Source: an optimization exercise on an open RTL-to-GDS flow (aim: small area and a short achievable clock period). Production flows keep margins and buffers that such runs may drop.
The RTL was checked by simulation tests, not by an equivalence proof against the original design.

## flow/design.v (module list and top-level ports; edited modules follow where they fit)
// module fpu_tree: 2747 lines
// module fpu_cpa: 653 lines
// module fpu_fa: 4 lines
// module fpu_hai: 4 lines
// module FPU_Main: 286 lines
// module fpu_mux31: 3 lines
// module fpu_mux8: 3 lines
module FPU_Main (
    input clk,
    input [31:0] A,
    input [31:0] B,
    input [1:0] S,
    output [31:0] O
);
  // ...
==> flow/flow/run.sh <==
#!/bin/bash
set -euo pipefail
bash standard.sh synth > synth.log 2>&1
bash standard.sh SETUP_SLACK_MARGIN=17.4 "BUFFER_PORTS_ARGS=-buffer_cell sky130_fd_sc_hd__buf_1" finish > layout.log 2>&1
==> flow/standard.sh <==
#!/bin/bash
# synth_recipe.tcl (not shown) runs the flow's synth.tcl, then flattens the netlist and writes it again
# the make line also repeats each setting of config.mk as NAME=value (left out here)
make -C /OpenROAD-flow-scripts/flow DESIGN_CONFIG=/design/flow/config.mk WORK_HOME=/design/flow/orfs CLKGATE_MAP_FILE= SYNTH_SCRIPT=/design/flow/synth_recipe.tcl "${@:-finish}"
==> flow/config.mk <==
export PLATFORM = sky130hd
export DESIGN_NAME = FPU_Main
export DESIGN_NICKNAME = FPU_Main
export VERILOG_FILES = /design/flow/design.v
export SDC_FILE = /design/flow/constraint.sdc
export NUM_CORES = 8
export LEC_CHECK = 0
export ABC_AREA = 1
export CAP_MARGIN = 20
export CORE_MARGIN = 2
export CORE_UTILIZATION = 40
export SLEW_MARGIN = 20
export SYNTH_HIERARCHICAL = 1
export SYNTH_MINIMUM_KEEP_SIZE = 0
==> flow/constraint.sdc <==
create_clock -name core_clock -period 25.0 [get_ports {clk}]
set_input_delay 5.0000 -clock core_clock [delete_from_list [all_inputs] [get_ports {clk}]]
set_output_delay 5.0000 -clock core_clock [all_outputs]
set_load 0.01 [all_outputs]
==> results by group, run 1 <==
Placement
  • Routability cong.: 0.950
  • Worst Setup Slack post-DPL: 16.34 ns
  • Post-DP HPWL: 69.8 mm
  • Placed inst area: 28700 um2

Cells and area
  • Comb_multi_in: 2694
  • N_diodes: 0
  • Inverters: 228

Timing
  • Worst slew margin: 27.2%
  • Fin crit share: 29.4%
  • Minimum clock period: 7.34 ns
  • Layout Skew: 0.0146 ns

Routing
  • Post-route ant nets: 0
  • Post-route DRC violation count: 0
  • Routed wl met2: 45.0 mm

Floorplanning
  • Starting Density: 40.2%
  • Core Region: 69700 um2
  • Die area: 72200 um2

Yosys
  • Synth Area in Simple Gates: 25.0%
  • Synth Area in Adders: 42.4%
  • EDFF count, synth: 57
  • Post-Syn Instances: 3252
  • Syn avg cell area: 8.62 um2
  • Mapped cell area: 28000 um2
  • Synth top area share: 39.1%

Min path
  • Hold Path Class: flop to flop

Setup path
  • Worst path arrival time: 7.73 ns
  • Bufs and invs on worst path: 2
  • Cell mode on critical path: fa_1
  • Stages on the worst setup path: 25

Global routing
  • First-pass GRT wire length: 147 mm
  • GR met2 Demand/Resource: 43.7%
  • Vias in the first global route: 24500

Clocking
  • CTS tree: built

Outcome
  • Status: complete, no violations
==> module FPU_Main, before the edit <==
module FPU_Main (
    input clk,
    input [31:0] A,
    input [31:0] B,
    input [1:0] S,
    output [31:0] O
);
    localparam [1:0] OP_ADD = 2'd0, OP_SQRT = 2'd1, OP_MUL = 2'd2, OP_DIV = 2'd3;
    localparam [31:0] C_GUESS_M = 32'h3ff0f0f1;   
    localparam [31:0] C_GUESS_A = 32'h4034b4b5;   
    localparam [31:0] C_TWO     = 32'h40000000;
    localparam [31:0] C_X0      = 32'h3f5a827a;   
    localparam [31:0] C_R0      = 32'h3f95f61a;   
    localparam [31:0] C_SQ2     = 32'h3fb504f3;
    reg [31:0] A_r, B_r, t;         
    reg [22:0] y;
    reg        ye0;
    reg [1:0]  S_r;
    reg [4:0]  step;
    reg [1:0]  chg;                 
    reg        nn;                  
    reg [4:0]  sa;                  
    reg        sv;                  
    assign O = t;
    wire sq = (S_r == OP_SQRT);
    wire restart = |chg;
    wire       pos = (A_r[30:23] >= 8'd127);
    wire       sq_rem = ~A_r[23];
    wire [8:0] dab = {1'b0, A_r[30:23]} - {1'b0, B_r[30:23]};
    wire [8:0] dba = {1'b0, B_r[30:23]} - {1'b0, A_r[30:23]};
    wire       abig = ~dab[8];                       
    wire [7:0] de = abig ? dab[7:0] : dba[7:0];
    wire       de0 = (de == 8'd0);
    wire       sub0 = A_r[31] ^ B_r[31];
    reg  [4:0] lz;                                   
    integer k;
    always @* begin
        lz = 5'd24;
        for (k = 0; k < 23; k = k + 1)
            if (t[k]) lz = 5'd23 - k[4:0];
    end
    wire [4:0] nstep = restart ? 5'd0 : (step == 5'd31) ? 5'd31 : step + 5'd1;
    localparam [4:0] O_NONE = 5'd0,
        O_DP_C1 = 5'd1,    
        O_C2_T  = 5'd2,    
        O_DP_Y  = 5'd3,    
        O_TWO_T = 5'd4,    
        O_DPT_C1 = 5'd5,   
        O_T_Y_T = 5'd6,    
        O_RC_N  = 5'd7,    
        O_R0_AP = 5'd8,    
        O_X0_T  = 5'd9,    
        O_X_T   = 5'd10,   
        O_X_C3E = 5'd11,   
        O_T_C3  = 5'd12,   
        O_B_A   = 5'd13,   
        O_FIX   = 5'd14,   
        O_ALN   = 5'd15,   
        O_ADD   = 5'd16,   
        O_SHN   = 5'd17,   
        O_NRM   = 5'd18,   
        O_IDT   = 5'd19;   
    reg [3:0] j;
    reg       inner;
    reg [4:0] op;
    always @* begin
        inner = 1'b0; j = 4'd0;
        if (S_r == OP_DIV) begin
            inner = (nstep < 5'd12); j = nstep[3:0];
        end else if (nstep >= 5'd2 && nstep < 5'd14) begin
            inner = 1'b1; j = nstep[3:0] - 4'd2;
        end else if (nstep >= 5'd15 && nstep < 5'd27) begin
            inner = 1'b1; j = nstep[3:0] - 4'd15;
        end
        op = O_IDT;
        if ((S_r == OP_DIV || S_r == OP_SQRT) && inner) begin
            case (j)
                4'd0: op = sq ? O_DPT_C1 : O_DP_C1;
                4'd1: op = O_C2_T;
                4'd2, 4'd5, 4'd8: op = O_DP_Y;
                4'd3, 4'd6, 4'd9: op = O_TWO_T;
                4'd4, 4'd7, 4'd10: op = O_T_Y_T;
                4'd11: op = O_RC_N;
                default: ;
            endcase
        end else if (S_r == OP_SQRT) begin
            case (nstep)
                5'd0: op = O_R0_AP;
                5'd1: op = O_X0_T;
                5'd14, 5'd27: op = O_X_T;
                5'd28: op = O_X_C3E;
                5'd29: op = sq_rem ? O_T_C3 : O_IDT;
                default: ;
            endcase
        end else if (S_r == OP_DIV) begin
            if (nstep == 5'd12) op = O_FIX;
        end else if (S_r == OP_ADD) begin
            case (nstep)
                5'd0: op = O_ALN;
                5'd1: op = O_ADD;
                5'd2: op = O_SHN;
                5'd3: op = nn ? O_NRM : O_IDT;
                default: ;
            endcase
        end else begin
            if (nstep == 5'd0) op = O_B_A;
        end
    end
    wire n_x_br = (op == O_X_T) || (op == O_B_A) ||
                  ((op == O_ALN) && abig) || ((op == O_ADD) && !abig);
    wire n_x_ar = ((op == O_ALN) && !abig) || ((op == O_ADD) && abig);
    wire n_x_dp = (op == O_DP_C1) || (op == O_DP_Y);
    wire n_x_t  = (op == O_T_Y_T) || (op == O_T_C3) || (op == O_IDT) || (op == O_X_C3E) || (op == O_FIX);
    wire n_x_dpt = (op == O_DPT_C1);
    wire n_x_rc = (op == O_RC_N);
    wire n_x_tr = (op == O_NRM) || (op == O_SHN);
    wire n_x_r0 = (op == O_R0_AP);
    wire n_x_c2 = (op == O_C2_T);
    wire n_x_two = (op == O_TWO_T);
    wire n_x_x0 = (op == O_X0_T);
    wire n_y_c1 = (op == O_DP_C1) || (op == O_DPT_C1);
    wire n_y_y  = (op == O_T_Y_T);
    wire n_y_t  = (op == O_DP_Y);
    wire n_y_a  = (op == O_B_A);
    wire n_y_ap = (op == O_RC_N) || (op == O_R0_AP);
    wire n_y_c3e = (op == O_X_C3E);
    wire n_y_c3 = (op == O_T_C3);
    wire n_y_one = (op == O_ADD) || (op == O_SHN) || (op == O_IDT);
    wire n_y_qtr = (op == O_C2_T) || (op == O_TWO_T);
    wire n_y_half = (op == O_X0_T) || (op == O_X_T);
    wire n_y_sh = (op == O_ALN) || (op == O_NRM);
    reg e1t, e1b, e2y, e2nb, e2a, e2x, e2s;   
    reg [7:0] kr;
    reg xst, xsb, xsa, yst, ysa;
    reg sxb, sxt, sxa, syy, sya, shen, hy_r, hx_r;
    reg kx_a, kx_b, kx_c, kx_d, kx_e, kx_f, kx_g;    
    reg ky_p, ky_q, ky_r;                            
    reg a_dv, a_sq, a_s0, a_ref_x;
    reg w_mul, w_sqa, w_dva, w_s0a, w_raw, w_nrm;
    reg we_y, we_x, syt;
    reg        c_shn;                                 
    wire [4:0] n_sa = (op == O_ALN) ? 5'd23 - de[4:0] : c_shn ? lz : sa;
    wire       n_sv = (op == O_ALN) ? (de < 8'd24) : c_shn ? 1'b1 : sv;
    always @(posedge clk) begin
        step <= nstep;
        e1t <= (op == O_DP_Y) || (op == O_T_Y_T) || (op == O_RC_N) || (op == O_X_C3E) || (op == O_T_C3) ||
               (op == O_SHN) || (op == O_NRM) || (op == O_IDT) || (op == O_FIX);
        e1b <= (op == O_X_T) || (op == O_B_A) || ((op == O_ADD) && !abig);
        e2nb <= (op == O_RC_N);
        e2a <= (op == O_B_A) || (op == O_FIX) || ((op == O_ADD) && abig);
        e2x <= (op == O_X_C3E);
        e2s <= (op == O_NRM);
        case (op)
            O_DP_C1, O_DPT_C1, O_C2_T, O_TWO_T, O_R0_AP, O_RC_N: kr <= 8'd126;
            O_DP_Y, O_X_T: kr <= 8'd255;
            O_T_Y_T:        kr <= 8'd255;    
            O_B_A:          kr <= 8'd129;
            O_X0_T:         kr <= 8'd125;
            O_X_C3E:        kr <= {7'b1100000, pos & A_r[23]};
            O_FIX:          kr <= 8'd130;
            O_NRM:          kr <= 8'd1;
            default:        kr <= 8'd0;
        endcase
        xst <= (op == O_T_Y_T) || (op == O_X_C3E) || (op == O_T_C3) || (op == O_SHN) || (op == O_NRM) ||
               (op == O_IDT) || (op == O_FIX);
        xsb <= (op == O_RC_N) || (op == O_X_T) || (op == O_B_A) || ((op == O_ADD) && !abig);
        xsa <= (op == O_ADD) && abig;
        e2y <= (op == O_T_Y_T);
        yst <= (op == O_DP_Y);
        ysa <= (op == O_B_A) || (op == O_FIX);
        sxb <= n_x_br | n_x_dp;
        sxt <= n_x_t | n_x_rc | n_x_tr | n_x_dpt;
        syt <= n_y_t;
        sxa <= n_x_ar;
        syy <= n_y_y;
        sya <= n_y_a | n_y_ap;
        hx_r <= ~n_x_tr;
        sa <= n_sa;
        sv <= n_sv;
        c_shn <= (op == O_SHN);
        shen <= n_y_sh & n_sv;
        hy_r <= ~n_y_sh | ((n_sa == 5'd23) & n_sv);
        kx_a <= n_x_c2;
        kx_b <= n_x_r0 | n_x_x0;
        kx_c <= n_x_r0 | n_x_c2 | n_x_x0;
        kx_d <= n_x_c2 | n_x_x0;
        kx_e <= n_x_x0;
        kx_f <= n_x_r0 | n_x_c2;
        kx_g <= n_x_r0;
        ky_p <= n_y_c1 | n_y_c3e | n_y_c3;
        ky_q <= n_y_c3e | n_y_c3;
        ky_r <= n_y_c1;
        a_dv  <= (op == O_C2_T) || (op == O_TWO_T);
        a_sq  <= (op == O_X0_T) || (op == O_X_T);
        a_ref_x <= (op == O_X_T);
        a_s0  <= (op == O_ADD);
        w_sqa <= (op == O_X0_T) || (op == O_X_T);
        w_dva <= (op == O_C2_T) || (op == O_TWO_T);
        w_s0a <= (op == O_ADD);
        w_raw <= (op == O_ALN) || (op == O_SHN);
        w_nrm <= (op == O_NRM);
        w_mul <= (op == O_DP_C1) || (op == O_DP_Y) || (op == O_DPT_C1) || (op == O_T_Y_T) ||
                 (op == O_RC_N) || (op == O_R0_AP) || (op == O_X_C3E) || (op == O_T_C3) || (op == O_B_A) ||
                 (op == O_IDT) || (op == O_FIX);
        we_y  <= (op == O_DP_Y);
        we_x  <= (op == O_DPT_C1);
    end
    wire kx0 = 1'b0;
    wire [22:0] kxv = {kx_e, kx_a, kx_c, kx_e, kx_f, kx_e, kx_g, kx_c, kx_g, kx_f, kx_f, kx0,
                       kx_f, kx_b, kx0, kx_a, kx_e, kx_d, kx_c, kx_b, kx_a, kx_b, kx_a};
    wire [22:0] kyv = {ky_r, ky_p, ky_p, kx0, ky_q, kx0, ky_q, ky_r, ky_r, ky_r, ky_r, kx0,
                       ky_q, kx0, kx0, ky_p, ky_p, ky_p, ky_p, kx0, kx0, ky_q, ky_p};
    reg  [22:0] oh;                                   
    always @* begin
        for (k = 0; k < 23; k = k + 1)
            oh[k] = shen & (sa == k[4:0]);
    end
    wire [22:0] xm = ({23{sxb}} & B_r[22:0]) | ({23{sxt}} & t[22:0]) | ({23{sxa}} & A_r[22:0]) | kxv;
    wire        hx = hx_r;
    wire [22:0] ym = ({23{syy}} & y[22:0]) | ({23{syt}} & t[22:0]) | ({23{sya}} & A_r[22:0]) | kyv | oh;
    wire        hy = hy_r;
    wire [1:0]  ref2 = a_ref_x ? B_r[24:23] : C_X0[24:23];
    wire [1:0]  dq = t[24:23] - ref2;                
    wire        sh_p1 = a_sq & (dq == 2'd1);
    wire        sh_m1 = (a_sq & (dq == 2'd3)) | (a_dv & t[23]);
    wire        sh_m2 = a_dv & ~t[23];
    wire        sh_0  = (a_sq & (dq == 2'd0)) | a_s0;
    wire [23:0] av = {a_s0 ? de0 : 1'b1, t[22:0]};
    wire [25:0] aal = ({26{sh_p1}} & {1'b0, av, 1'b0}) | ({26{sh_0}} & {2'b00, av})
                    | ({26{sh_m1}} & {3'b000, av[23:1]}) | ({26{sh_m2}} & {4'b0000, av[23:2]});
    wire        asub = a_dv | (a_s0 & sub0);
    wire [25:0] adn = ~(aal ^ {26{asub}});          
    wire [48:21] p;
    wire [22:0] pl;                  
    fpu_tree u_tree (.xv({hx, xm}), .yv({hy, ym}), .adn(adn), .cinn(~asub), .p(p), .pl(pl));
    wire [7:0]  ex1 = ({8{e1t}} & t[30:23]) | ({8{e1b}} & B_r[30:23]);
    wire [7:0]  ex2 = ({8{e2y}} & {7'd0, ye0}) | ({8{e2nb}} & ~B_r[30:23]) | ({8{e2a}} & A_r[30:23])
                    | ({8{e2x}} & {1'b0, A_r[30:24]}) | ({8{e2s}} & {3'b111, ~sa});
    wire [7:0]  es, ec, e0, erc;
    genvar ge;
    generate
        for (ge = 0; ge < 8; ge = ge + 1) begin : g_exp
            fpu_fa u_c (.a(ex1[ge]), .b(ex2[ge]), .ci(kr[ge]), .s(es[ge]), .co(ec[ge]));
            if (ge == 0) begin : g_lsb
                assign e0[0] = es[0];
                assign erc[0] = 1'b0;
            end else begin : g_bit
                fpu_fa u_r (.a(es[ge]), .b(ec[ge-1]), .ci(erc[ge-1]), .s(e0[ge]), .co(erc[ge]));
            end
        end
    endgenerate
    wire        xs = (xst & t[31]) | (xsb & B_r[31]) | (xsa & A_r[31]);
    wire        ys = (yst & t[31]) | (ysa & A_r[31]);
    wire        h = ((w_mul | w_s0a) & p[47]) | (w_sqa & (p[48] | p[47])) | (w_dva & p[45]);
    wire        hs48 = w_sqa & p[48];
    wire        hs47 = (w_mul | w_s0a) | (w_sqa & ~p[48]);
    wire        ls46 = w_mul | w_sqa | w_raw | w_s0a;
    wire [22:0] hi_m = ({23{hs48}} & p[47:25]) | ({23{hs47}} & p[46:24]) | ({23{w_dva}} & p[44:22]);
    wire [22:0] lo_m = ({23{ls46}} & p[45:23]) | ({23{w_dva}} & p[43:21]) | ({23{w_nrm}} & pl);
    wire [7:0]  e1 = e0 + 8'd1;
    wire [7:0]  e2 = e0 + 8'd2;
    wire [7:0]  hi_e;
    fpu_mux8 u_hie (.s(hs48), .a(e2), .b(e1), .y(hi_e));
    wire [7:0]  lo_e = e0;
    wire        rs = xs ^ ys;
    wire [31:0] res;
    wire [31:0] r_hi = {rs, hi_e, hi_m};
    wire [31:0] r_lo = {rs, lo_e, lo_m};
    assign res[31] = rs;
    fpu_mux31 u_res (.s(h), .a(r_hi[30:0]), .b(r_lo[30:0]), .y(res[30:0]));
    always @(posedge clk) begin
        A_r <= A;
        S_r <= S;
        chg <= {(S != S_r) || (A != A_r), (B != B_r) && !sq};
        if (!sq)
            B_r <= B;
        else if (we_x)
            B_r <= t;
        t <= res;
        if (we_y) begin
            y <= t[22:0];
            ye0 <= t[23];
        end
        if (w_s0a) nn <= ~(p[47] | p[46]);
    end
endmodule
==> inputs of run 2 (changes only) <==
--- a/flow/design.v
+++ b/flow/design.v
@@ -3469,49 +3469,58 @@
         O_NRM   = 5'd18,   
         O_IDT   = 5'd19;   
-    reg [3:0] j;
-    reg       inner;
     reg [4:0] op;
     always @* begin
-        inner = 1'b0; j = 4'd0;
-        if (S_r == OP_DIV) begin
-            inner = (nstep < 5'd12); j = nstep[3:0];
-        end else if (nstep >= 5'd2 && nstep < 5'd14) begin
-            inner = 1'b1; j = nstep[3:0] - 4'd2;
-        end else if (nstep >= 5'd15 && nstep < 5'd27) begin
-            inner = 1'b1; j = nstep[3:0] - 4'd15;
-        end
         op = O_IDT;
-        if ((S_r == OP_DIV || S_r == OP_SQRT) && inner) begin
-            case (j)
-                4'd0: op = sq ? O_DPT_C1 : O_DP_C1;
-                4'd1: op = O_C2_T;
-                4'd2, 4'd5, 4'd8: op = O_DP_Y;
-                4'd3, 4'd6, 4'd9: op = O_TWO_T;
-                4'd4, 4'd7, 4'd10: op = O_T_Y_T;
-                4'd11: op = O_RC_N;
-                default: ;
-            endcase
-        end else if (S_r == OP_SQRT) begin
-            case (nstep)
-                5'd0: op = O_R0_AP;
-                5'd1: op = O_X0_T;
-                5'd14, 5'd27: op = O_X_T;
-                5'd28: op = O_X_C3E;
-                5'd29: op = sq_rem ? O_T_C3 : O_IDT;
-                default: ;
-            endcase
-        end else if (S_r == OP_DIV) begin
-            if (nstep == 5'd12) op = O_FIX;
-        end else if (S_r == OP_ADD) begin
-            case (nstep)
-                5'd0: op = O_ALN;
-                5'd1: op = O_ADD;
-                5'd2: op = O_SHN;
-                5'd3: op = nn ? O_NRM : O_IDT;
-                default: ;
-            endcase
-        end else begin
-            if (nstep == 5'd0) op = O_B_A;
-        end
+        case ({S_r, nstep})
+            {2'd3, 5'd0}: op = O_DP_C1;
+            {2'd3, 5'd1}: op = O_C2_T;
+            {2'd3, 5'd2}: op = O_DP_Y;
+            {2'd3, 5'd3}: op = O_TWO_T;
+            {2'd3, 5'd4}: op = O_T_Y_T;
+            {2'd3, 5'd5}: op = O_DP_Y;
+            {2'd3, 5'd6}: op = O_TWO_T;
+            {2'd3, 5'd7}: op = O_T_Y_T;
+            {2'd3, 5'd8}: op = O_DP_Y;
+            {2'd3, 5'd9}: op = O_TWO_T;
+            {2'd3, 5'd10}: op = O_T_Y_T;
+            {2'd3, 5'd11}: op = O_RC_N;
+            {2'd3, 5'd12}: op = O_FIX;
+            {2'd1, 5'd0}: op = O_R0_AP;
+            {2'd1, 5'd1}: op = O_X0_T;
+            {2'd1, 5'd2}: op = O_DPT_C1;
+            {2'd1, 5'd3}: op = O_C2_T;
+            {2'd1, 5'd4}: op = O_DP_Y;
+            {2'd1, 5'd5}: op = O_TWO_T;
+            {2'd1, 5'd6}: op = O_T_Y_T;
+            {2'd1, 5'd7}: op = O_DP_Y;
+            {2'd1, 5'd8}: op = O_TWO_T;
+            {2'd1, 5'd9}: op = O_T_Y_T;
+            {2'd1, 5'd10}: op = O_DP_Y;
+            {2'd1, 5'd11}: op = O_TWO_T;
+            {2'd1, 5'd12}: op = O_T_Y_T;
+            {2'd1, 5'd13}: op = O_RC_N;
+            {2'd1, 5'd15}: op = O_DPT_C1;
+            {2'd1, 5'd16}: op = O_C2_T;
+            {2'd1, 5'd17}: op = O_DP_Y;
+            {2'd1, 5'd18}: op = O_TWO_T;
+            {2'd1, 5'd19}: op = O_T_Y_T;
+            {2'd1, 5'd20}: op = O_DP_Y;
+            {2'd1, 5'd21}: op = O_TWO_T;
+            {2'd1, 5'd22}: op = O_T_Y_T;
+            {2'd1, 5'd23}: op = O_DP_Y;
+            {2'd1, 5'd24}: op = O_TWO_T;
+            {2'd1, 5'd25}: op = O_T_Y_T;
+            {2'd1, 5'd26}: op = O_RC_N;
+            {2'd1, 5'd14}: op = O_X_T;
+            {2'd1, 5'd27}: op = O_X_T;
+            {2'd1, 5'd28}: op = O_X_C3E;
+            {2'd1, 5'd29}: op = sq_rem ? O_T_C3 : O_IDT;
+            {2'd0, 5'd0}: op = O_ALN;
+            {2'd0, 5'd1}: op = O_ADD;
+            {2'd0, 5'd2}: op = O_SHN;
+            {2'd0, 5'd3}: op = nn ? O_NRM : O_IDT;
+            {2'd2, 5'd0}: op = O_B_A;
+            default: ;
+        endcase
     end
     wire n_x_br = (op == O_X_T) || (op == O_B_A) ||
==> results by group, run 2 <==
Timing
  • Minimum clock period: 7.48 ns (+0.137 ns)
  • Worst slew margin: 37.5% (+10 points)
  • Fin. Hold Viols: 0
  • Total negative slack: 0 ns
  • RSZ-0062 raised after global routing: no
  • F_max: 134 MHz
  • Final Max Tran Viols: 0
  • Layout Skew: 0.0135 ns (-0.00114 ns)
  • Worst slew pin tran: 0.937 ns
  • Fin crit share: 29.9% (+0.55 points)
  • Setup violations, final: 0

Routing
  • Post-route ant nets: 0 (unchanged)
  • Drt total wl: 97.5 mm
  • Vias: 23400
  • Pre-antenna DRT Iters: 6
  • DR WL/cell: 23.5 um
  • Post-route DRC violation count: 0 (unchanged)
  • Vias per cell: 5.63
  • Initial DRC count: 2717

Outcome
  • Status: complete, no violations

Cells and area
  • Nets: 3936
  • Layout area overhead: 7.79%
  • Layout cells sized above 1: 8.82%
  • Fillers: 6777
  • N_diodes: 0 (unchanged)
  • Commonest non-fill, non-tap cell in the layout: nand2_1
  • Largest regs: A_r x32, B_r x32, t x32
  • Commonest cells after routing, fill and taps aside: nand2_1, fa_1, inv_1, nand3_1

Yosys
  • Synth Warn #: 7
  • Largest area contributor in the netlist: fa_1
  • Primary FF master, synth: dfxtp_1
  • Seq/Total Area, Yosys: 15.0%
  • Commonest cells post-synth: nand2_1, fa_1, inv_1, nand3_1, dfxtp_1
  • Synth top area share: 39.8% (+0.62 points)
  • Mapped cell area: 27600 um2 (-1.6%)
  • Syn avg cell area: 8.64 um2 (+0.22%)
  • Synth area leaders: fa_1, nand2_1, dfxtp_1
  • EDFF count, synth: 57 (unchanged)
  • Distinct cells, synth: 57
  • Post-Syn Instances: 3194 (-1.8%)
  • Seq cells post-synth: 178
  • Share of synthesized registers carrying an async set or reset: 0%
  • Most common cell in the synthesized netlist: nand2_1

Floorplanning
  • Ports: 99
  • Die area: 71100 um2 (-1.5%)
  • Die H: 267 um
  • Die X: 267 um
  • Starting Density: 40.3% (+0.061 points)
  • Core Region: 68500 um2 (-1.7%)
  • Row cnt: 96

Global routing
  • Pin count of the biggest net entering global routing: 56
  • Global route overflow: 0
  • Global Route Usage Sum: 26.9%
  • First-pass GRT wire length: 143 mm (-2.8%)
  • Antenna violations before repair: 1
  • Vias in the first global route: 23600 (-3.5%)

Setup path
  • R2R Path End: t[11]
  • Reg-to-Reg Start: t[23]
  • Reg-to-reg slack, setup: 17.52 ns
  • Worst path arrival time: 7.82 ns (+0.09 ns)
  • CP Launch Type: flop
  • Worst r2r path cells: 27
  • Crit Path Class: flop to flop
  • CP endpoint kind: flop
  • Worst EP required: 25.34 ns
  • CP max FO: 23

Min path
  • Endpoint, Worst Hold: t[31]
  • Hold wc startpoint: xsa
  • Worst Hold Depth: 3
  • Hold Path Class: flop to flop

Clocking
  • CTS tree: built
  • Clock Path Buffers: 2
  • Root buffer selected by CTS: clkbuf_16
  • Clock insertion delay at the later pin of the skew report: 0.45 ns
  • Htree depth: 4
  • TritonCTS Buffers: 17
  • Worst-path clk slew: 0.07 ns
  • Clk sinks: 178

Placement
  • Routability cong.: 0.928 (-2.3%)
  • Post-DP HPWL: 68.8 mm (-1.3%)
  • Port bufs: 98

Job
  • Max-cap violations: 0
## run 2: through the flow
stage / hold WS (ns) / setup WS [ns] / instances / utilization [%] / area, um2
finish: 0.559 / 17.52 / 4149 / 43.4 / 29700
global route: 0.576 / 17.34 / 4149 / 43.4 / 29700
CTS: 0.559 / 17.40 / 4115 / 42.3 / 28900
detailed placement: 0.554 / 16.23 / 4080 / 41.2 / 28200
global placement: 0.536 / 16.32 / 4080 / 41.2 / 28200
floorplan: 0.504 / 17.51 / 3218 / - / 27700
## run 2: modules after synthesis (local to each module, per instance)
module	copies in the design	cells
FPU_Main	1	1450
fpu_tree	1	673
fpu_mux31	1	100
fpu_fa	545	1
fpu_mux8	1	26
fpu_cpa	1	400
## run 2: area by class of cell
type	instances	area [um2]	area share, %
Multi-Input combinational cell	2646	21500	72.3
Sequential cell	178	4180	14.1
Timing Repair Buffer	192	1540	5.18
Tap cell	882	1100	3.71
Inverter	219	841	2.83
Clock buffer	22	485	1.63
Clock inverter	10	95.1	0.320
## run 2: logic make-up (layout without fill, tap and decap cells)
group | Yosys count | after routing | synth area share (%)
and+or+nand+nor | 1644 | 1644 | 24.5
adders and majority gates | 615 | 615 | 42.8
buffers and inverters | 394 | 443 | 8.44
AOI/OAI and AO/OA | 258 | 258 | 5.95
DFF | 178 | 178 | 15.0
xor gates and xnor gates | 103 | 103 | 3.27
other | 2 | 26 | 0.0272
## run 2: layer usage
layer	GRT usage, %	vias up	wire length (um)
met4	9.32	2	3750
met5	0	-	13
met3	5.66	207	9920
li1	-	10100	-
met2	43.0	1368	44800
met1	36.3	11700	39000
## run 2: repair_timing
action / CTS / global route
buffers inserted: 2 / 21
pin swaps: 1 / 4
hold buffers: 0 / 0
resized for setup: 45 / 82
endpoints found under the setup margin: 32 / 31
gates cloned: 1 / 13
## run 2: worst max-delay path by stage
stage                        to  cells after the start   from  slack (ns)
final                     t[11]                     27  t[23]       17.52
after global routing      t[28]                     32  sa[1]       17.34
after CTS                  t[1]                     29    sxa       17.40
after detailed placement   t[1]                     29    yst       16.23
after global placement    t[19]                     29    yst       16.32
after floorplan           t[23]                     34    yst       17.51
## run 2: critical path, stage by stage, from the launching register on
cell,delay (ns)
dfxtp_1,0.55
inv_1,0.23
ha_1,0.26
xnor2_1,0.17
xor2_1,0.41
o32ai_2,0.13
buf_4,0.25
a22oi_1,0.18
o221ai_1,0.16
xor2_1,0.39
fa_1,0.53
fa_1,0.51
fa_1,0.43
fa_1,0.47
fa_1,0.57
ha_4,0.23
a21oi_2,0.18
o21ai_2,0.09
nand2_1,0.07
nand2_1,0.08
a21oi_4,0.19
nand2_8,0.11
fa_1,0.59
inv_1,0.14
nand2_1,0.11
nand3_1,0.16
nand2_1,0.11
nand2_1,0.05
==> inputs of run 3 (changes only) <==
--- a/flow/design.v
+++ b/flow/design.v
@@ -3448,5 +3448,15 @@
             if (t[k]) lz = 5'd23 - k[4:0];
     end
-    wire [4:0] nstep = restart ? 5'd0 : (step == 5'd31) ? 5'd31 : step + 5'd1;
+    reg  [4:0] nstep;
+    always @* begin
+        if (restart)
+            nstep = 5'd0;
+        else if (step == 5'd31)
+            nstep = 5'd31;
+        else if (step != 5'd31)
+            nstep = step + 5'd1;
+        else
+            nstep = 5'd0;            
+    end
     localparam [4:0] O_NONE = 5'd0,
         O_DP_C1 = 5'd1,    
@@ -3473,52 +3483,52 @@
         op = O_IDT;
         case ({S_r, nstep})
-            {2'd3, 5'd0}: op = O_DP_C1;
-            {2'd3, 5'd1}: op = O_C2_T;
-            {2'd3, 5'd2}: op = O_DP_Y;
-            {2'd3, 5'd3}: op = O_TWO_T;
-            {2'd3, 5'd4}: op = O_T_Y_T;
-            {2'd3, 5'd5}: op = O_DP_Y;
-            {2'd3, 5'd6}: op = O_TWO_T;
-            {2'd3, 5'd7}: op = O_T_Y_T;
-            {2'd3, 5'd8}: op = O_DP_Y;
-            {2'd3, 5'd9}: op = O_TWO_T;
-            {2'd3, 5'd10}: op = O_T_Y_T;
-            {2'd3, 5'd11}: op = O_RC_N;
-            {2'd3, 5'd12}: op = O_FIX;
-            {2'd1, 5'd0}: op = O_R0_AP;
-            {2'd1, 5'd1}: op = O_X0_T;
-            {2'd1, 5'd2}: op = O_DPT_C1;
-            {2'd1, 5'd3}: op = O_C2_T;
-            {2'd1, 5'd4}: op = O_DP_Y;
-            {2'd1, 5'd5}: op = O_TWO_T;
-            {2'd1, 5'd6}: op = O_T_Y_T;
-            {2'd1, 5'd7}: op = O_DP_Y;
-            {2'd1, 5'd8}: op = O_TWO_T;
-            {2'd1, 5'd9}: op = O_T_Y_T;
-            {2'd1, 5'd10}: op = O_DP_Y;
-            {2'd1, 5'd11}: op = O_TWO_T;
-            {2'd1, 5'd12}: op = O_T_Y_T;
-            {2'd1, 5'd13}: op = O_RC_N;
-            {2'd1, 5'd15}: op = O_DPT_C1;
-            {2'd1, 5'd16}: op = O_C2_T;
-            {2'd1, 5'd17}: op = O_DP_Y;
-            {2'd1, 5'd18}: op = O_TWO_T;
-            {2'd1, 5'd19}: op = O_T_Y_T;
-            {2'd1, 5'd20}: op = O_DP_Y;
-            {2'd1, 5'd21}: op = O_TWO_T;
-            {2'd1, 5'd22}: op = O_T_Y_T;
-            {2'd1, 5'd23}: op = O_DP_Y;
-            {2'd1, 5'd24}: op = O_TWO_T;
-            {2'd1, 5'd25}: op = O_T_Y_T;
-            {2'd1, 5'd26}: op = O_RC_N;
-            {2'd1, 5'd14}: op = O_X_T;
-            {2'd1, 5'd27}: op = O_X_T;
-            {2'd1, 5'd28}: op = O_X_C3E;
-            {2'd1, 5'd29}: op = sq_rem ? O_T_C3 : O_IDT;
-            {2'd0, 5'd0}: op = O_ALN;
-            {2'd0, 5'd1}: op = O_ADD;
-            {2'd0, 5'd2}: op = O_SHN;
-            {2'd0, 5'd3}: op = nn ? O_NRM : O_IDT;
-            {2'd2, 5'd0}: op = O_B_A;
+            {2'd3, 5'd1}: op = O_DP_C1;
+            {2'd3, 5'd2}: op = O_C2_T;
+            {2'd3, 5'd3}: op = O_DP_Y;
+            {2'd3, 5'd4}: op = O_TWO_T;
+            {2'd3, 5'd5}: op = O_T_Y_T;
+            {2'd3, 5'd6}: op = O_DP_Y;
+            {2'd3, 5'd7}: op = O_TWO_T;
+            {2'd3, 5'd8}: op = O_T_Y_T;
+            {2'd3, 5'd9}: op = O_DP_Y;
+            {2'd3, 5'd10}: op = O_TWO_T;
+            {2'd3, 5'd11}: op = O_T_Y_T;
+            {2'd3, 5'd12}: op = O_RC_N;
+            {2'd3, 5'd13}: op = O_FIX;
+            {2'd1, 5'd1}: op = O_R0_AP;
+            {2'd1, 5'd2}: op = O_X0_T;
+            {2'd1, 5'd3}: op = O_DPT_C1;
+            {2'd1, 5'd4}: op = O_C2_T;
+            {2'd1, 5'd5}: op = O_DP_Y;
+            {2'd1, 5'd6}: op = O_TWO_T;
+            {2'd1, 5'd7}: op = O_T_Y_T;
+            {2'd1, 5'd8}: op = O_DP_Y;
+            {2'd1, 5'd9}: op = O_TWO_T;
+            {2'd1, 5'd10}: op = O_T_Y_T;
+            {2'd1, 5'd11}: op = O_DP_Y;
+            {2'd1, 5'd12}: op = O_TWO_T;
+            {2'd1, 5'd13}: op = O_T_Y_T;
+            {2'd1, 5'd14}: op = O_RC_N;
+            {2'd1, 5'd16}: op = O_DPT_C1;
+            {2'd1, 5'd17}: op = O_C2_T;
+            {2'd1, 5'd18}: op = O_DP_Y;
+            {2'd1, 5'd19}: op = O_TWO_T;
+            {2'd1, 5'd20}: op = O_T_Y_T;
+            {2'd1, 5'd21}: op = O_DP_Y;
+            {2'd1, 5'd22}: op = O_TWO_T;
+            {2'd1, 5'd23}: op = O_T_Y_T;
+            {2'd1, 5'd24}: op = O_DP_Y;
+            {2'd1, 5'd25}: op = O_TWO_T;
+            {2'd1, 5'd26}: op = O_T_Y_T;
+            {2'd1, 5'd27}: op = O_RC_N;
+            {2'd1, 5'd15}: op = O_X_T;
+            {2'd1, 5'd28}: op = O_X_T;
+            {2'd1, 5'd29}: op = O_X_C3E;
+            {2'd1, 5'd30}: op = sq_rem ? O_T_C3 : O_IDT;
+            {2'd0, 5'd1}: op = O_ALN;
+            {2'd0, 5'd2}: op = O_ADD;
+            {2'd0, 5'd3}: op = O_SHN;
+            {2'd0, 5'd4}: op = nn ? O_NRM : O_IDT;
+            {2'd2, 5'd1}: op = O_B_A;
             default: ;
         endcase
==> results by group, run 3 <==
Cells and area
  • Layout area overhead: 7.75% (about the same)
  • Largest regs: A_r x32, B_r x32, t x32
  • Commonest non-fill, non-tap cell in the layout: nand2_1
  • Layout cells sized above 1: 8.98% (+0.17 points)
  • N_diodes: 0 (unchanged)
  • Commonest cells after routing, fill and taps aside: nand2_1, fa_1, inv_1, nand3_1, dfxtp_1
  • Nets: 3908 (-0.71%)

Yosys
  • Synth area leaders: fa_1, nand2_1, dfxtp_1
  • Mux contribution to synthesized area: 0% (unchanged)
  • Xor-xnor portion of the synthesized cell area: 3.41% (+0.14 points)
  • Mapped cell area: 27500 um2 (-0.34%)
  • Synth Area in Simple Gates: 24.0% (-0.55 points)
  • Share of synthesized registers carrying an async set or reset: 0% (unchanged)
  • Syn avg cell area: 8.67 um2 (+0.41%)
  • Distinct cells, synth: 59 (+3.5%)
  • Synth Area in Compound Gates: 6.22% (+0.28 points)
  • Seq cells post-synth: 178 (unchanged)
  • Synth Area in Adders: 43.0% (+0.15 points)
  • Most common cell in the synthesized netlist: nand2_1
  • Primary FF master, synth: dfxtp_1
  • Seq/Total Area, Yosys: 15.0% (+0.051 points)
  • Synth top area share: 39.9% (+0.14 points)
  • EDFF count, synth: 57 (unchanged)
  • Main combinational cell family by area after synthesis: adder cells
  • Commonest cells post-synth: nand2_1, fa_1, inv_1, nand3_1, dfxtp_1
  • Post-Syn Instances: 3170 (-0.75%)
  • Synth Warn #: 7 (unchanged)
  • Largest area contributor in the netlist: fa_1

Global routing
  • Met3 usage: 5.65% (-0.018 points)
  • Global route overflow: 0 (unchanged)
  • Vias in the first global route: 24000 (+1.6%)
  • First-pass GRT wire length: 145 mm (+1.2%)
  • Antenna violations before repair: 1 (unchanged)
  • Global Route Usage Sum: 27.2% (+0.30 points)
  • GR met2 Demand/Resource: 44.0% (+1.0 points)
  • Routing usage on met1: 36.4% (+0.13 points)
  • Top Usage Layer GRT: met2
  • Pin count of the biggest net entering global routing: 57 (+1.8%)

Placement
  • Post-DP HPWL: 68.9 mm (about the same)
  • Worst Setup Slack post-DPL: 16.55 ns (+0.322 ns)
  • Routability cong.: 0.960 (+3.4%)
  • Port bufs: 98 (unchanged)

Job
  • Max-cap violations: 0 (unchanged)

Routing
  • Vias: 23300 (-0.30%)
  • Vias per cell: 5.66 (+0.38%)
  • Post-route DRC violation count: 0 (unchanged)
  • Drt total wl: 95.8 mm (-1.7%)
  • DR WL/cell: 23.2 um (-1.1%)
  • Post-route ant nets: 0 (unchanged)
  • Pre-antenna DRT Iters: 6 (unchanged)
  • Initial DRC count: 2416 (-11%)

Floorplanning
  • Starting Density: 40.2% (-0.066 points)
  • Ports: 99 (unchanged)
  • Die H: 266 um (-0.17%)
  • Die X: 266 um (-0.17%)
  • Row cnt: 96 (unchanged)
  • Die area: 70800 um2 (-0.34%)
  • Core Region: 68300 um2 (-0.18%)

Clocking
  • Clock insertion delay at the later pin of the skew report: 0.45 ns (about the same)
  • Htree depth: 4 (unchanged)
  • Root buffer selected by CTS: clkbuf_16
  • Clock Path Buffers: 2 (unchanged)
  • Worst-path clk slew: 0.07 ns (about the same)
  • TritonCTS Buffers: 17 (unchanged)
  • Clk sinks: 178 (unchanged)
  • CTS tree: built

Timing
  • Fin. Hold Viols: 0 (unchanged)
  • Worst slew pin tran: 1.14 ns (+0.206 ns)
  • Minimum clock period: 7.42 ns (-0.0617 ns)
  • Layout Skew: 0.0156 ns (+0.00206 ns)
  • Fin crit share: 29.7% (-0.25 points)
  • Setup violations, final: 0 (unchanged)
  • Worst slew margin: 23.5% (-14 points)
  • F_max: 135 MHz (+0.83%)
  • Total negative slack: 0 ns (unchanged)
  • Final WS setup: 17.58 ns (+0.0617 ns)
  • Final Max Tran Viols: 0 (unchanged)
  • RSZ-0062 raised after global routing: no

Setup path
  • Reg-to-reg slack, setup: 17.58 ns (+0.06 ns)
  • CP max FO: 24 (+4.3%)
  • Crit Path Class: flop to flop
  • CP endpoint kind: flop
  • CP Launch Type: flop
  • Worst path arrival time: 7.76 ns (-0.06 ns)
  • Worst EP required: 25.34 ns (about the same)

Min path
  • Hold Path Class: flop to flop

Outcome
  • Status: complete, no violations
==> run 3: cell types whose count changed after synthesis, sizes merged, moves of 3 or more <==
cell / before / now
a21oi: 90 / 94
nand4: 38 / 25
o221ai: 20 / 23
nor2: 125 / 115
nand2: 1289 / 1294
nor3: 20 / 17
clkinv: 6 / 1
or2: 14 / 9
xnor2: 50 / 54
==> run 3: path summary, 6_finish.rpt <==
check	startpoint	end	depth (start not counted)
setup reg to reg	t[6]	t[9]	26
hold reg to reg	xst	t[31]	3
hold / removal	xst	t[31]	3
setup / recovery	t[6]	t[9]	26
==> run 3: worst max-delay path, stage by stage (launching register included) <==
cell and delay, ns:
dfxtp_1 0.59, inv_1 0.24, o2111ai_2 0.30, buf_12 0.23, nand2_1 0.10, fa_1 0.41, fa_1 0.47, fa_1 0.50
fa_1 0.40, fa_2 0.38, fa_1 0.51, fa_1 0.43, fa_1 0.46, ha_1 0.34, nand2_1 0.09, nor2_1 0.05
nand2_1 0.07, nand3_1 0.14, a21oi_4 0.24, nand2_8 0.13, buf_4 0.17, fa_2 0.56, inv_1 0.12, nand2_1 0.09
nand3_1 0.13, nand2_1 0.10, nand2_1 0.04
==> run 3: routing by layer <==
layer  wire length, um  share of wire, %
met5                17             0.018
met4              3620               3.8
met3              9800                10
met2             44400                46
met1             38000                40
==> run 3: kinds of logic after synthesis <==
family / after synthesis
other: 2
buffers and inverters: 387
flip-flops: 178
AO/OA/AOI/OAI: 265
XOR/XNOR: 107
adder cells (fa/ha/maj): 615
AND/OR/NAND/NOR: 1616
==> run 3: Yosys stat by module (local to each module, per instance) <==
module	cells inside	copies in the design
FPU_Main	1426	1
fpu_cpa	400	1
fpu_fa	1	545
fpu_mux31	100	1
fpu_mux8	26	1
fpu_tree	673	1
==> run 3: cell type report <==
type                    instances  area, um2
well taps                     882       1100
fillers                      6708      38700
repair buffers                188       1480
clock buffers                  21        462
flip-flops and latches        178       4170
inverters                     212        813
multi-input cells            2629      21500
clock inverters                11        124
==> run 3: stage by stage <==
stage / hold WS (ns) / utilization [%] / area (um2) / cells
3_3_place_gp: 0.523 / 41.1 / 28100 / 4060
3_5_place_dp: 0.531 / 41.1 / 28100 / 4060
5_1_grt: 0.577 / 43.3 / 29600 / 4121
6_report: 0.542 / 43.3 / 29600 / 4121
4_1_cts: 0.541 / 42.3 / 28900 / 4094
2_1_floorplan: 0.504 / - / 27600 / 3194
==> run 3: what timing repair did <==
item	CTS	global route
hold buffers	0	0
endpoints found under the setup margin	31	31
setup buffers	1	20
gates cloned	1	7
resized for setup	49	101
endpoints found under the hold margin	0	0
pin swaps	1	7
==> inputs of run 4 (changes only) <==
--- a/flow/design.v
+++ b/flow/design.v
@@ -3441,11 +3441,5 @@
     wire       de0 = (de == 8'd0);
     wire       sub0 = A_r[31] ^ B_r[31];
-    reg  [4:0] lz;                                   
     integer k;
-    always @* begin
-        lz = 5'd24;
-        for (k = 0; k < 23; k = k + 1)
-            if (t[k]) lz = 5'd23 - k[4:0];
-    end
     reg  [4:0] nstep;
     always @* begin
@@ -3476,6 +3470,5 @@
         O_ALN   = 5'd15,   
         O_ADD   = 5'd16,   
-        O_SHN   = 5'd17,   
-        O_NRM   = 5'd18,   
+        O_NSH   = 5'd17,   
         O_IDT   = 5'd19;   
     reg [4:0] op;
@@ -3528,6 +3521,28 @@
             {2'd0, 5'd1}: op = O_ALN;
             {2'd0, 5'd2}: op = O_ADD;
-            {2'd0, 5'd3}: op = O_SHN;
-            {2'd0, 5'd4}: op = nn ? O_NRM : O_IDT;
+            {2'd0, 5'd3}: op = O_NSH;
+            {2'd0, 5'd4}: op = O_NSH;
+            {2'd0, 5'd5}: op = O_NSH;
+            {2'd0, 5'd6}: op = O_NSH;
+            {2'd0, 5'd7}: op = O_NSH;
+            {2'd0, 5'd8}: op = O_NSH;
+            {2'd0, 5'd9}: op = O_NSH;
+            {2'd0, 5'd10}: op = O_NSH;
+            {2'd0, 5'd11}: op = O_NSH;
+            {2'd0, 5'd12}: op = O_NSH;
+            {2'd0, 5'd13}: op = O_NSH;
+            {2'd0, 5'd14}: op = O_NSH;
+            {2'd0, 5'd15}: op = O_NSH;
+            {2'd0, 5'd16}: op = O_NSH;
+            {2'd0, 5'd17}: op = O_NSH;
+            {2'd0, 5'd18}: op = O_NSH;
+            {2'd0, 5'd19}: op = O_NSH;
+            {2'd0, 5'd20}: op = O_NSH;
+            {2'd0, 5'd21}: op = O_NSH;
+            {2'd0, 5'd22}: op = O_NSH;
+            {2'd0, 5'd23}: op = O_NSH;
+            {2'd0, 5'd24}: op = O_NSH;
+            {2'd0, 5'd25}: op = O_NSH;
+            {2'd0, 5'd26}: op = O_NSH;
             {2'd2, 5'd1}: op = O_B_A;
             default: ;
@@ -3541,5 +3556,5 @@
     wire n_x_dpt = (op == O_DPT_C1);
     wire n_x_rc = (op == O_RC_N);
-    wire n_x_tr = (op == O_NRM) || (op == O_SHN);
+    wire n_x_tr = (op == O_NSH);
     wire n_x_r0 = (op == O_R0_AP);
     wire n_x_c2 = (op == O_C2_T);
@@ -3553,9 +3568,9 @@
     wire n_y_c3e = (op == O_X_C3E);
     wire n_y_c3 = (op == O_T_C3);
-    wire n_y_one = (op == O_ADD) || (op == O_SHN) || (op == O_IDT);
+    wire n_y_one = (op == O_ADD) || (op == O_NSH) || (op == O_IDT);
     wire n_y_qtr = (op == O_C2_T) || (op == O_TWO_T);
     wire n_y_half = (op == O_X0_T) || (op == O_X_T);
-    wire n_y_sh = (op == O_ALN) || (op == O_NRM);
-    reg e1t, e1b, e2y, e2nb, e2a, e2x, e2s;   
+    wire n_y_sh = (op == O_ALN);
+    reg e1t, e1b, e2y, e2nb, e2a, e2x, e2n;   
     reg [7:0] kr;
     reg xst, xsb, xsa, yst, ysa;
@@ -3564,18 +3579,17 @@
     reg ky_p, ky_q, ky_r;                            
     reg a_dv, a_sq, a_s0, a_ref_x;
-    reg w_mul, w_sqa, w_dva, w_s0a, w_raw, w_nrm;
+    reg w_mul, w_sqa, w_dva, w_s0a, w_raw, c_nsh;
     reg we_y, we_x, syt;
-    reg        c_shn;                                 
-    wire [4:0] n_sa = (op == O_ALN) ? 5'd23 - de[4:0] : c_shn ? lz : sa;
-    wire       n_sv = (op == O_ALN) ? (de < 8'd24) : c_shn ? 1'b1 : sv;
+    wire [4:0] n_sa = (op == O_ALN) ? 5'd23 - de[4:0] : sa;
+    wire       n_sv = (op == O_ALN) ? (de < 8'd24) : sv;
     always @(posedge clk) begin
         step <= nstep;
         e1t <= (op == O_DP_Y) || (op == O_T_Y_T) || (op == O_RC_N) || (op == O_X_C3E) || (op == O_T_C3) ||
-               (op == O_SHN) || (op == O_NRM) || (op == O_IDT) || (op == O_FIX);
+               (op == O_NSH) || (op == O_IDT) || (op == O_FIX);
         e1b <= (op == O_X_T) || (op == O_B_A) || ((op == O_ADD) && !abig);
         e2nb <= (op == O_RC_N);
         e2a <= (op == O_B_A) || (op == O_FIX) || ((op == O_ADD) && abig);
         e2x <= (op == O_X_C3E);
-        e2s <= (op == O_NRM);
+        e2n <= (op == O_NSH);
         case (op)
             O_DP_C1, O_DPT_C1, O_C2_T, O_TWO_T, O_R0_AP, O_RC_N: kr <= 8'd126;
@@ -3586,8 +3600,7 @@
             O_X_C3E:        kr <= {7'b1100000, pos & A_r[23]};
             O_FIX:          kr <= 8'd130;
-            O_NRM:          kr <= 8'd1;
             default:        kr <= 8'd0;
         endcase
-        xst <= (op == O_T_Y_T) || (op == O_X_C3E) || (op == O_T_C3) || (op == O_SHN) || (op == O_NRM) ||
+        xst <= (op == O_T_Y_T) || (op == O_X_C3E) || (op == O_T_C3) || (op == O_NSH) ||
                (op == O_IDT) || (op == O_FIX);
         xsb <= (op == O_RC_N) || (op == O_X_T) || (op == O_B_A) || ((op == O_ADD) && !abig);
@@ -3605,5 +3618,5 @@
         sa <= n_sa;
         sv <= n_sv;
-        c_shn <= (op == O_SHN);
+        c_nsh <= (op == O_NSH);
         shen <= n_y_sh & n_sv;
         hy_r <= ~n_y_sh | ((n_sa == 5'd23) & n_sv);
@@ -3625,6 +3638,5 @@
         w_dva <= (op == O_C2_T) || (op == O_TWO_T);
         w_s0a <= (op == O_ADD);
-        w_raw <= (op == O_ALN) || (op == O_SHN);
-        w_nrm <= (op == O_NRM);
+        w_raw <= (op == O_ALN) || (op == O_NSH);
         w_mul <= (op == O_DP_C1) || (op == O_DP_Y) || (op == O_DPT_C1) || (op == O_T_Y_T) ||
                  (op == O_RC_N) || (op == O_R0_AP) || (op == O_X_C3E) || (op == O_T_C3) || (op == O_B_A) ||
@@ -3646,12 +3658,13 @@
     wire        hx = hx_r;
     wire [22:0] ym = ({23{syy}} & y[22:0]) | ({23{syt}} & t[22:0]) | ({23{sya}} & A_r[22:0]) | kyv | oh;
-    wire        hy = hy_r;
+    wire        shift1 = c_nsh & nn;
+    wire        hy = hy_r & ~shift1;
     wire [1:0]  ref2 = a_ref_x ? B_r[24:23] : C_X0[24:23];
     wire [1:0]  dq = t[24:23] - ref2;                
-    wire        sh_p1 = a_sq & (dq == 2'd1);
+    wire        sh_p1 = (a_sq & (dq == 2'd1)) | shift1;
     wire        sh_m1 = (a_sq & (dq == 2'd3)) | (a_dv & t[23]);
     wire        sh_m2 = a_dv & ~t[23];
     wire        sh_0  = (a_sq & (dq == 2'd0)) | a_s0;
-    wire [23:0] av = {a_s0 ? de0 : 1'b1, t[22:0]};
+    wire [23:0] av = {a_s0 ? de0 : ~c_nsh, t[22:0]};
     wire [25:0] aal = ({26{sh_p1}} & {1'b0, av, 1'b0}) | ({26{sh_0}} & {2'b00, av})
                     | ({26{sh_m1}} & {3'b000, av[23:1]}) | ({26{sh_m2}} & {4'b0000, av[23:2]});
@@ -3659,9 +3672,8 @@
     wire [25:0] adn = ~(aal ^ {26{asub}});          
     wire [48:21] p;
-    wire [22:0] pl;                  
-    fpu_tree u_tree (.xv({hx, xm}), .yv({hy, ym}), .adn(adn), .cinn(~asub), .p(p), .pl(pl));
+    fpu_tree u_tree (.xv({hx, xm}), .yv({hy, ym}), .adn(adn), .cinn(~asub), .p(p));
     wire [7:0]  ex1 = ({8{e1t}} & t[30:23]) | ({8{e1b}} & B_r[30:23]);
     wire [7:0]  ex2 = ({8{e2y}} & {7'd0, ye0}) | ({8{e2nb}} & ~B_r[30:23]) | ({8{e2a}} & A_r[30:23])
-                    | ({8{e2x}} & {1'b0, A_r[30:24]}) | ({8{e2s}} & {3'b111, ~sa});
+                    | ({8{e2x}} & {1'b0, A_r[30:24]}) | {8{e2n & nn}};
     wire [7:0]  es, ec, e0, erc;
     genvar ge;
@@ -3684,5 +3696,5 @@
     wire        ls46 = w_mul | w_sqa | w_raw | w_s0a;
     wire [22:0] hi_m = ({23{hs48}} & p[47:25]) | ({23{hs47}} & p[46:24]) | ({23{w_dva}} & p[44:22]);
-    wire [22:0] lo_m = ({23{ls46}} & p[45:23]) | ({23{w_dva}} & p[43:21]) | ({23{w_nrm}} & pl);
+    wire [22:0] lo_m = ({23{ls46}} & p[45:23]) | ({23{w_dva}} & p[43:21]);
     wire [7:0]  e1 = e0 + 8'd1;
     wire [7:0]  e2 = e0 + 8'd2;
@@ -3710,4 +3722,5 @@
         end
         if (w_s0a) nn <= ~(p[47] | p[46]);
+        else if (c_nsh) nn <= nn & ~t[22];
     end
 endmodule
==> results by group, run 4 <==
Floorplanning
  • Core Region: 67000 um2 (-1.9%)
  • Die X: 264 um (-0.84%)
  • Die area: 69700 um2 (-1.7%)
  • Die H: 264 um (-0.84%)
  • Starting Density: 40.3% (+0.084 points)
  • Ports: 99 (unchanged)
  • Row cnt: 95 (-1.0%)

Setup path
  • Crit path largest cell delay: 0.55 ns (-0.04 ns)
  • Max stage delay cell, worst path: fa_1
  • Crit Path Class: flop to flop
  • CP Launch Type: flop
  • CP endpoint kind: flop
  • Worst EP required: 25.38 ns (+0.04 ns)
  • CP max FO: 24 (unchanged)
  • Worst path arrival time: 7.74 ns (-0.02 ns)

Global routing
  • Pin count of the biggest net entering global routing: 44 (-23%)
  • Global Route Usage Sum: 26.6% (-0.60 points)
  • First-pass GRT wire length: 141 mm (-2.8%)
  • Global route overflow: 0 (unchanged)
  • Vias in the first global route: 23600 (-1.6%)
  • Antenna violations before repair: 1 (unchanged)

Timing
  • Fin. Hold Viols: 0 (unchanged)
  • Minimum clock period: 7.36 ns (-0.0633 ns)
  • Worst slew margin: 28.4% (+4.9 points)
  • Total negative slack: 0 ns (unchanged)
  • Worst slew pin tran: 1.07 ns (-0.0694 ns)
  • Fin crit share: 29.4% (-0.25 points)
  • Setup violations, final: 0 (unchanged)
  • F_max: 136 MHz (+0.86%)
  • Layout Skew: 0.0120 ns (-0.00358 ns)
  • Final Max Tran Viols: 0 (unchanged)
  • RSZ-0062 raised after global routing: no

Cells and area
  • Layout area overhead: 9.55%
  • Commonest cells after routing, fill and taps aside: nand2_1, fa_1, inv_1, nand3_1, dfxtp_1
  • Post-layout util: 44.2% (+0.81 points)
  • Commonest non-fill, non-tap cell in the layout: nand2_1
  • Largest regs: A_r x32, B_r x32, t x32
  • Post-route cell area: 29600 um2 (about the same)
  • Nets: 3905 (-0.077%)
  • Final Non-Filler Cells: 4112 (-0.22%)
  • Layout cells sized above 1: 9.18% (+0.19 points)

Routing
  • Vias: 23000 (-1.3%)
  • Pre-antenna DRT Iters: 6 (unchanged)
  • Vias per cell: 5.60 (-1.0%)
  • DR WL/cell: 22.7 um (-2.3%)
  • Initial DRC count: 2444 (+1.2%)
  • Drt total wl: 93.4 mm (-2.5%)
  • Post-route ant nets: 0 (unchanged)
  • Post-route DRC violation count: 0 (unchanged)

Outcome
  • Status: complete, no violations

Placement
  • Post-DP HPWL: 65.7 mm (-4.6%)
  • Routability cong.: 0.942 (-1.9%)
  • Placed inst area: 27800 um2 (-1.1%)
  • Dpl cells: 4009 (-1.3%)
  • Port bufs: 98 (unchanged)

Clocking
  • Htree depth: 4 (unchanged)
  • CTS tree: built
  • TritonCTS Buffers: 17 (unchanged)
  • Root buffer selected by CTS: clkbuf_16
  • Worst-path clk slew: 0.07 ns (about the same)
  • Clock Path Buffers: 2 (unchanged)
  • Hold_buf cts: 0 (unchanged)
  • Clock insertion delay at the later pin of the skew report: 0.44 ns (about the same)
  • Clk sinks: 177 (-0.56%)

Yosys
  • Syn avg cell area: 8.69 um2 (+0.19%)
  • Synth Warn #: 7 (unchanged)
  • Mapped cell area: 27000 um2 (-1.7%)
  • Post-Syn Instances: 3110 (-1.9%)

Min path
  • Hold Path Class: flop to flop

Job
  • Max-cap violations: 0 (unchanged)
-- run 4: cell types whose count changed in the layout (fill, tap and decap cells not counted), sizes merged, moves of 6 or more --
cell      change
a22oi        -33
buf          +31
clkinvlp      +7
nand2        -73
nand4         +8
nor2         +23
o21ai        +28
o221ai       -20
o22ai        +41
xor2          -6
-- run 4: area by class of cell --
type | count | area, um2
Clock inverter | 15 | 124
Tap cell | 873 | 1090
Inverter | 215 | 835
Timing Repair Buffer | 218 | 1660
Fill cell | 6701 | 37400
Timing Repair inverter | 2 | 15.0
Antenna cell | 3 | 7.51
Sequential cell | 177 | 4140
Clock buffer | 17 | 425
Multi-Input combinational cell | 2592 | 21300
-- run 4: metrics by stage --
step / hold WS [ns] / setup slack [ns]
6_report: 0.464 / 17.64
5_1_grt: 0.493 / 17.34
4_1_cts: 0.461 / 17.39
3_5_place_dp: 0.441 / 15.00
3_3_place_gp: 0.435 / 15.25
2_1_floorplan: 0.423 / 17.60
-- run 4: metal layers --
metal  up-vias  track usage [%]  wire (um)
met4         0             8.98       3230
met5         -                0          0
met3       216             3.88       8580
met2      1301             44.5      44800
met1     11500             35.4      36800
li1       9986                -          -
-- run 4: worst max-delay path, delay by kind of cell (launching register included) --
| family | cells | cell delay, ns |
|---|---|---|
| AOI/OAI and AO/OA | 1 | 0.26 |
| buffers and inverters | 5 | 1.12 |
| adders and majority gates | 9 | 4.09 |
| and+or+nand+nor | 15 | 1.47 |
| DFF | 1 | 0.31 |
-- run 4: timing repair --
item,in CTS,in global routing
endpoints found under the setup margin,32,32
setup buffers,11,48
gates cloned,1,8
resized for setup,50,84
hold endpoints to repair,0,0
pin swaps,4,8
-- run 4: worst paths after layout --
| path | from | to | slack (ns) | cells past startpoint |
|---|---|---|---|---|
| worst max-delay path | sxa | t[6] | 17.64 | 30 |
| worst min-delay path | sv | sv | 0.46 | 2 |
| worst max register to register | sxa | t[6] | 17.64 | 30 |
| worst min register to register | sv | sv | 0.46 | 2 |

## port drivers added, routing unchanged
No port has a modelled driver above. Below, the same layouts with a new extraction and two added sets of constraints.
Step 1: set_driving_cell puts a clkbuf_16 on clk and a buf_2 on each other input, an assumption about the parent block.
Step 2 also shifts input and output timing later by t, the mid clock arrival at the registers, as if the neighbouring blocks saw the same clock.
a / b / c = no drivers / after step 1 / after step 2; a / b = the first two.
run | shift t [ns] | setup slack, ns | hold slack, ns | worst setup path at the end | cell pins on the clock port's net
run 1 | 0.491 | 17.655 / 17.655 / 17.655 | 0.560 / 0.560 / 0.560 | register to register | 1
run 2 | 0.499 | 17.518 / 17.518 / 17.518 | 0.559 / 0.559 / 0.559 | register to register | 1
run 3 | 0.496 | 17.580 / 17.580 / 17.580 | 0.542 / 0.542 / 0.542 | register to register | 1
run 4 | 0.488 | 17.643 / 17.643 / 17.643 | 0.464 / 0.464 / 0.464 | register to register | 1
After both steps every run listed still meets setup and hold.
